This is an optimization exercise on Yosys and OpenROAD, whose aim is small area, not a production implementation. At most, simulation tests tie the RTL to the original design; equivalence was not proved. Power and IR drop assume default switching activity.

## build 29
// cbc_dig
module cbc_dig(clk,rst_n,RX_A,RX_C,TX_C,CH_A,CH_B,dst,eep_rd_data,eep_addr,eep_cs_n,eep_r_w_n,chrg_pmp_en);
Settings: LEC_CHECK=0, CAP_MARGIN=0, CORE_MARGIN=2, CORE_UTILIZATION=70, GPL_TIMING_DRIVEN=0, PLACE_DENSITY=0.9, SLEW_MARGIN=0; clock period 10.0 ns.
standard.sh (not shown) runs the stock make flow with config.mk's settings and CLKGATE_MAP_FILE= SYNTH_SCRIPT=/design/flow/synth_recipe.tcl, a recipe that flattens the netlist after the stock synthesis.
==> flow/flow/run.sh <==
#!/bin/bash
# Layout flow: the standard flow (standard.sh, synthesis unchanged) with
# the synthesis buffers removed before placement, single-drive port buffers
# and a clock tree without dummy loads.
export REMOVE_ABC_BUFFERS=1
export BUFFER_PORTS_ARGS="-buffer_cell sky130_fd_sc_hd__buf_1"
export CTS_ARGS="-sink_clustering_enable -repair_clock_nets -dont_use_dummy_load -buf_list sky130_fd_sc_hd__clkbuf_4 -sink_clustering_size 9 -sink_clustering_max_diameter 55"
bash standard.sh > standard.log 2>&1
status=$?
tail -40 standard.log
exit $status
Looking at the reports, build 29 completed the entire flow and the layout it produced met the timing, design-rule and antenna checks.
Inputs modified between build 29 and build 98:
--- a/flow/design.v
+++ b/flow/design.v
@@ -77,23 +77,23 @@
     cmid <= rxC[5:0];
     cok <= cok & ~|rxC[7:6];
   end
 wire c_newx  = cok & (ch == 4'b1100);
 wire c_start = cok & (ch == 4'b0011);
 wire c_wrt   = cok & (ch[3:2] == 2'b10);
 wire c_read  = cok & (ch[3:2] == 2'b01);
 wire [13:0] cfg = {cmid, rxC};
-reg tfirst;
-always @(posedge clk, negedge rst_n)
-  if (!rst_n) tfirst <= 1'b1;
-  else if (tx_end) tfirst <= 1'b0;
+reg tseen;
+always @(posedge clk, negedge rst_n)
+  if (!rst_n) tseen <= 1'b0;
+  else if (tx_end) tseen <= 1'b1;
 always @(posedge clk)
   if (txbusy) tbaud <= tbaud_full ? 10'd0 : {tbaud[8:0], ~(tbaud[9] ^ tbaud[6])};
-  else tbaud <= {9'd0, ~tfirst};
+  else tbaud <= {9'd0, tseen};
 always @(posedge clk)
   if (trmt_h) tsr <= {2'b11, 2'b00, res[13:8], 1'b0};
   else if (trmt_l) tsr <= {2'b11, Xset[7:0], 1'b0};
   else if (tshft) tsr <= {1'b0, tsr[10:1]};
 assign TX_C = tsr[0] | ~txbusy;
 assign dst = cfg;
 localparam LD_Xset   = 4'b0000;
 localparam Pmult     = 4'b0001;
@@ -251,43 +251,42 @@
 always @(posedge clk)
   if (wrt_duty) sign <= Duty[13];
 always @(posedge clk)
   if (wrt_duty | s_cmd) pcnt <= 13'd0;
   else pcnt <= pcnt ^ pcy[12:0];
 always @(posedge clk, negedge rst_n)
   if (!rst_n) pon <= 1'b0;
   else if (wrt_duty | (magnitude == pcnt)) pon <= 1'b0;
-  else if (pz & (magnitude != 13'd0) & mv) pon <= 1'b1;
+  else if (pz & mv) pon <= 1'b1;      
 assign CH_A = pon & ~sign;
 assign CH_B = pon & sign;
 endmodule
 module cbc_rx(clk, rst_n, RX, rdy, rx_data);
 input clk, rst_n, RX;
 output rdy;
 output reg [7:0] rx_data;
-reg A, d, B, busy;
+reg A, d, busy, seen;
 reg [9:0] baud;
 reg [3:0] bitc;
 wire shift = ~baud[0] & ~baud[1] & baud[3] & ~baud[4] & ~baud[5] & baud[6] &
              baud[7] & ~baud[8] & baud[9];    
 wire bit8 = bitc[2] & ~bitc[1] & ~bitc[0];     
-always @(posedge clk, negedge rst_n)
-  if (!rst_n) begin A <= 1'b0; d <= 1'b0; B <= 1'b0; end
-  else begin A <= RX; d <= A; B <= d; end
-reg first;
-always @(posedge clk, negedge rst_n)
-  if (!rst_n) first <= 1'b1;
-  else if (rdy) first <= 1'b0;
-always @(posedge clk)
-  if (busy) baud <= shift ? 10'd0 : {baud[8:0], ~(baud[9] ^ baud[6])};
-  else baud <= {9'd0, ~first};
+wire start = ~A & d;
+always @(posedge clk, negedge rst_n)
+  if (!rst_n) begin A <= 1'b0; d <= 1'b0; end
+  else begin A <= RX; d <= A; end
+always @(posedge clk, negedge rst_n)
+  if (!rst_n) seen <= 1'b0;
+  else if (rdy) seen <= 1'b1;
+always @(posedge clk)
+  if (busy & ~bit8) baud <= shift ? 10'd0 : {baud[8:0], ~(baud[9] ^ baud[6])};
+  else baud <= {~(seen | bit8), 9'd0};
 always @(posedge clk, negedge rst_n)
   if (!rst_n) busy <= 1'b0;
-  else if (busy) busy <= ~bit8;
-  else busy <= ~d & B;
-always @(posedge clk)
-  if (!busy) bitc <= 4'd0;
+  else busy <= (busy & ~bit8) | start;
+always @(posedge clk)
+  if (~busy | bit8) bitc <= 4'd0;
   else if (shift) bitc <= {bitc[2:0], ~(bitc[3] ^ bitc[2])};
 always @(posedge clk)
   if (shift) rx_data <= {d, rx_data[7:1]};
 assign rdy = busy & bit8;
 endmodule
Findings:
Compared build 29 against build 98; die area within noise. Build 98 against build 29: slew at the pin closest to its max-slew limit -0.10 ns; clock period minus final worst setup slack +0.22 ns; share of synthesized area spent on multiplexers +0.21 points; layout-stage area growth over the synthesis result -0.17 points; footprint of the multi-input gates ~0 delta. Any difference in global-route congestion overflow total between build 98 and build 29 is small enough to ignore. Build 98 gives less total power than build 29 did. Going from build 29 to build 98, final-layout fill cell count grew slightly. | non-clock buffer area fraction after layout | build 98 vs build 29 | ≈ equal |. Of build 29 and build 98, the run reporting the lower part of the total power dissipated in the clock network was build 29. Status: summed instance area of the synthesized netlist parity (build 98, build 29). Compared build 98 against build 29; wire length of the first global-routing pass within noise.

## red
Starting RTL as in the previous note.
clock: 10.0 ns
lec_check: 0
cap_margin: 0
core_margin: 2
core_utilization: 65
gpl_timing_driven: 0
slew_margin: 0
Scripts as last shown in full above: flow/flow/run.sh
Relative to red, the following input files were edited for purple:
diff --git a/flow/design.v b/flow/design.v
--- a/flow/design.v
+++ b/flow/design.v
@@ -43,17 +43,18 @@
 reg [3:0] ch;        
 reg [5:0] cmid;      
 wire snd_rsp, clr_rdy;
 wire [13:0] Xset;
 wire txbusy = (cst == C_RSPHB) | (cst == C_RSPLB);
 reg [9:0] tbaud;
-reg [10:0] tsr;
+reg [3:0] tbit;
+reg [8:0] tsr;
 wire tbaud_full = ~tbaud[0] & tbaud[2] & ~tbaud[3] & ~tbaud[4] & tbaud[5] & tbaud[6] &
                   ~tbaud[7] & tbaud[8] & ~tbaud[9];
 wire tshft = txbusy & tbaud_full;
-wire tx_end = txbusy & ~|tsr[10:1];     
+wire tx_end = txbusy & ~tbit[2] & tbit[1] & ~tbit[0];     
 wire trmt_h = (cst == C_SENDM) & snd_rsp;
 wire trmt_l = (cst == C_RSPHI);
 always @(posedge clk, negedge rst_n)
   if (!rst_n) cst <= C_IDLE;
   else case (cst)
     C_IDLE:  if (rdyC) cst <= C_SENDH;
@@ -87,16 +88,24 @@
   if (!rst_n) tfirst <= 1'b1;
   else if (tx_end) tfirst <= 1'b0;
 always @(posedge clk)
   if (txbusy) tbaud <= tbaud_full ? 10'd0 : {tbaud[8:0], ~(tbaud[9] ^ tbaud[6])};
   else tbaud <= {9'd0, ~tfirst};
 always @(posedge clk)
-  if (trmt_h) tsr <= {2'b11, 2'b00, res[13:8], 1'b0};
-  else if (trmt_l) tsr <= {2'b11, Xset[7:0], 1'b0};
-  else if (tshft) tsr <= {1'b0, tsr[10:1]};
-assign TX_C = tsr[0] | ~txbusy;
+  if (!txbusy) tbit <= 4'd0;
+  else if (tshft) tbit <= {tbit[2:0], ~(tbit[3] ^ tbit[2])};
+always @(posedge clk, negedge rst_n)
+  if (!rst_n) tsr[0] <= 1'b1;
+  else if (trmt_h) tsr[0] <= 1'b0;
+  else if (trmt_l) tsr[0] <= 1'b0;
+  else if (tshft) tsr[0] <= tsr[1];
+always @(posedge clk)
+  if (trmt_h) tsr[8:1] <= {2'b00, res[13:8]};
+  else if (trmt_l) tsr[8:1] <= Xset[7:0];
+  else if (tshft) tsr[8:1] <= {1'b1, tsr[8:2]};
+assign TX_C = tsr[0];
 assign dst = cfg;
 localparam LD_Xset   = 4'b0000;
 localparam Pmult     = 4'b0001;
 localparam Imult     = 4'b0010;
 localparam Dmult     = 4'b0011;
 localparam Wait_vld  = 4'b0100;
- From red to purple the numbers moved as follows: combinational group power decreased about 6%; total number of clock tree sinks rose 2.
- Between red and purple, the flow reports total power decreasing slightly.
- Final clock period utilization by the worst path: purple vs red down 1.7 points
- Compared with red, purple shows pin count of the biggest net entering global routing lower by 1.
- Comparing the two runs side by side, purple comes out ahead of red on via total after detailed routing.
- Compared with red, in purple number of cells in the finished layout apart from fillers moved down, critical path depth shows a reduction of 3, maximum clock skew at final layout now sits lower.
- [compare] base=red new=purple: overall die area higher, fraction of the mapped netlist area in simple logic gates lower.

== job 105 ==
Another version of the RTL of cbc_dig (not shown whole).
Size in the first run: ~230 flip-flops, ~40 I/O pins, roughly 9900 um2 of cells after synthesis.
Design cbc_dig, start of the top module:
module cbc_dig(clk,rst_n,RX_A,RX_C,TX_C,CH_A,CH_B,dst,eep_rd_data,eep_addr,eep_cs_n,eep_r_w_n,chrg_pmp_en);
clock: 10.0 ns
lec_check: 0
cap_margin: 0
core_margin: 2
core_utilization: 40
slew_margin: 0
==> flow/flow/run.sh <==
#!/bin/bash
# Layout flow: the standard flow (standard.sh, synthesis unchanged) with
# single-drive port buffers and a clock tree without dummy loads.
export BUFFER_PORTS_ARGS="-buffer_cell sky130_fd_sc_hd__buf_1"
export CTS_ARGS="-sink_clustering_enable -repair_clock_nets -dont_use_dummy_load -buf_list sky130_fd_sc_hd__clkbuf_4 -sink_clustering_size 10 -sink_clustering_max_diameter 60"
bash standard.sh > standard.log 2>&1
status=$?
tail -40 standard.log
exit $status
--- input diff job 105..job 101 ---
--- a/flow/design.v
+++ b/flow/design.v
@@ -119,22 +119,19 @@
 localparam Clear_PWM = 4'b1100;
 localparam CMDINTR   = 4'b1101;
 localparam Write_EEP = 4'b1110;
 localparam CMDloop   = 4'b1111;
 reg [3:0] st;
 reg in_CMS;
 reg [3:0] cnt;
 wire fin = cnt[3] & ~cnt[2] & ~cnt[1] & ~cnt[0];
 wire cnt0 = ~|cnt;
-wire s_pm = (st == Pmult);
-wire s_im = (st == Imult);
-wire s_dm = (st == Dmult);
-wire mult = s_pm | s_im | s_dm;
+wire mult = (st[3:2] == 2'b00) & (st[1:0] != 2'b00);
 wire step = mult & ~fin;
 reg [12:0] pcnt;     
 wire [12:0] pcy;     
 assign pcy[0] = 1'b1;
 genvar gp;
 generate for (gp = 0; gp < 12; gp = gp + 1) begin : g_pinc
   assign pcy[gp+1] = pcy[gp] & pcnt[gp];
 end endgenerate
 reg [13:0] Duty;
@@ -150,21 +147,21 @@
 wire s_xset = (st == XSET);
 wire s_clr  = (st == Clear_PWM);
 wire s_cmd  = (st == CMDINTR);
 wire s_wre  = (st == Write_EEP);
 wire cmd_wrt  = s_cmd & in_CMS & c_wrt;
 wire cmd_read = s_cmd & in_CMS & c_read;
 assign snd_rsp = s_xset | (s_cmd & ~cmd_wrt) | (s_wre & eep_done);
 assign clr_rdy = s_xset | s_cmd;
 wire wrt_duty = s_dadd | s_clr;
-assign eep_cs_n = ~(s_ld | mult | cmd_wrt | cmd_read);
-assign eep_r_w_n = ~(s_cmd & ch[3]);
-assign eep_addr = s_cmd ? ch[1:0] : {s_im | s_dm, s_pm | s_dm};
+assign eep_cs_n = ~((st[3:2] == 2'b00) | cmd_wrt | cmd_read);
+assign eep_r_w_n = ~(st[3] & ch[3]);
+assign eep_addr = st[3] ? ch[1:0] : st[1:0];
 assign chrg_pmp_en = s_wre | cmd_read;
 always @(posedge clk, negedge rst_n)
   if (!rst_n) st <= LD_Xset;
   else case (st)
     LD_Xset:   st <= Wait_vld;
     Wait_vld:  if (vld2) st <= Calc_err;
     Calc_err:  st <= Pmult;
     Pmult:     if (fin) st <= SumErrS;
     SumErrS:   st <= Imult;
@@ -201,19 +198,19 @@
 wire a_A   = step & ~cnt0;
 wire a_s17 = mult & fin;
 wire a_xm  = s_calc | s_iadd;
 wire a_R   = s_sum | s_dprep;
 wire a_cfg = s_xset;
 wire b_eep = (step & bnz) | s_ld | cmd_read;
 wire b_xs  = s_calc | s_iadd;
 wire b_se  = s_sum;
 wire b_pe  = s_dprep;
-wire b_du  = ((s_im | s_dm) & fin) | s_dadd | (s_wre & ~eep_done);
+wire b_du  = (mult & fin & st[1]) | s_dadd | (s_wre & ~eep_done);
 wire b_k   = (s_cmd & ~cmd_read & ~cmd_wrt) | (s_wre & eep_done);
 wire sub   = (step & bsub) | s_calc | s_iadd | s_dprep | (s_dadd & Duty[13]) |
              (s_cmd & ~cmd_read & ~cmd_wrt & ~c_start);
 wire [13:0] opa = ({14{a_A}} & A) | ({14{a_s17}} & s17) | ({14{a_xm}} & Xmeas) |
                   ({14{a_R}} & R) | ({14{a_cfg}} & cfg);
 wire [13:0] opb = ({14{b_eep}} & eep_rd_data) | ({14{b_xs}} & Xset_r) |
                   ({14{b_se}} & SumErr) | ({14{b_pe}} & PreErr) |
                   ({14{b_du}} & Duty) | ({14{b_k}} & 14'h0A5A);
 wire cin = sub | (s_wre & pz);
## What came out
- Going from job 105 to job 101, non-clock buffer total of the final layout went down 2.8%; fraction of the core area covered by cells at the end of the flow flat; endpoint arrival time on the critical path went up; clock skew has increased; slack of the critical path fell 74 ps.
- Die height across job 105 and job 101: no real change.
- Fmax: job 101 lower than job 105
- Minimum clock period after layout: job 105 and job 101 compared, lower one is job 105
- For job 101, the critical path's slowest cell was dfrtp_1, unlike job 105, where it was fa_1.
- Aggregate routed wire length went down by a few percent going from job 105 to job 101.
- Die footprint essentially unchanged between job 105 and job 101.
- Job 101 completed every stage of the flow, and the final layout passed the timing, design-rule and antenna checks.
For job 105, only the layout was checked, not whether the RTL still works.

static timing again, ports no longer ideal:
Ports are ideal in the flow. The routed layouts listed here were re-timed in OpenROAD. Step 1 (the two cells are an assumption about what drives the block):
set clk [get_ports {clk}]
set_driving_cell -lib_cell sky130_fd_sc_hd__clkbuf_16 $clk
set_driving_cell -lib_cell sky130_fd_sc_hd__buf_2 [delete_from_list [all_inputs] $clk]
Step 2 also shifts input and output timing later by t, the mid clock arrival at the registers, as if the neighbouring blocks saw the same clock. a / b / c = ideal ports / drivers / drivers and shift; a / b = the first two.
| run | t (ns) | setup WS [ns] | latest minus earliest clock arrival (ns) |
|---|---|---|---|
| build 29 | 0.688 | 0.773 / 0.773 / 0.773 | 0.025 / 0.025 |
| build 98 | 0.662 | 0.552 / 0.552 / 0.552 | 0.054 / 0.054 |
| red | 0.707 | 0.578 / 0.578 / 0.578 | 0.068 / 0.068 |
| purple | 0.661 | 0.750 / 0.750 / 0.750 | 0.074 / 0.074 |
| job 105 | 0.670 | 0.656 / 0.670 / 0.000 | 0.126 / 0.125 |
| job 101 | 0.683 | 0.583 / 0.583 / 0.037 | 0.137 / 0.137 |
The setup slack of job 105, which loses most, moves by +0.014 ns with the drivers and by -0.656 ns with both steps.
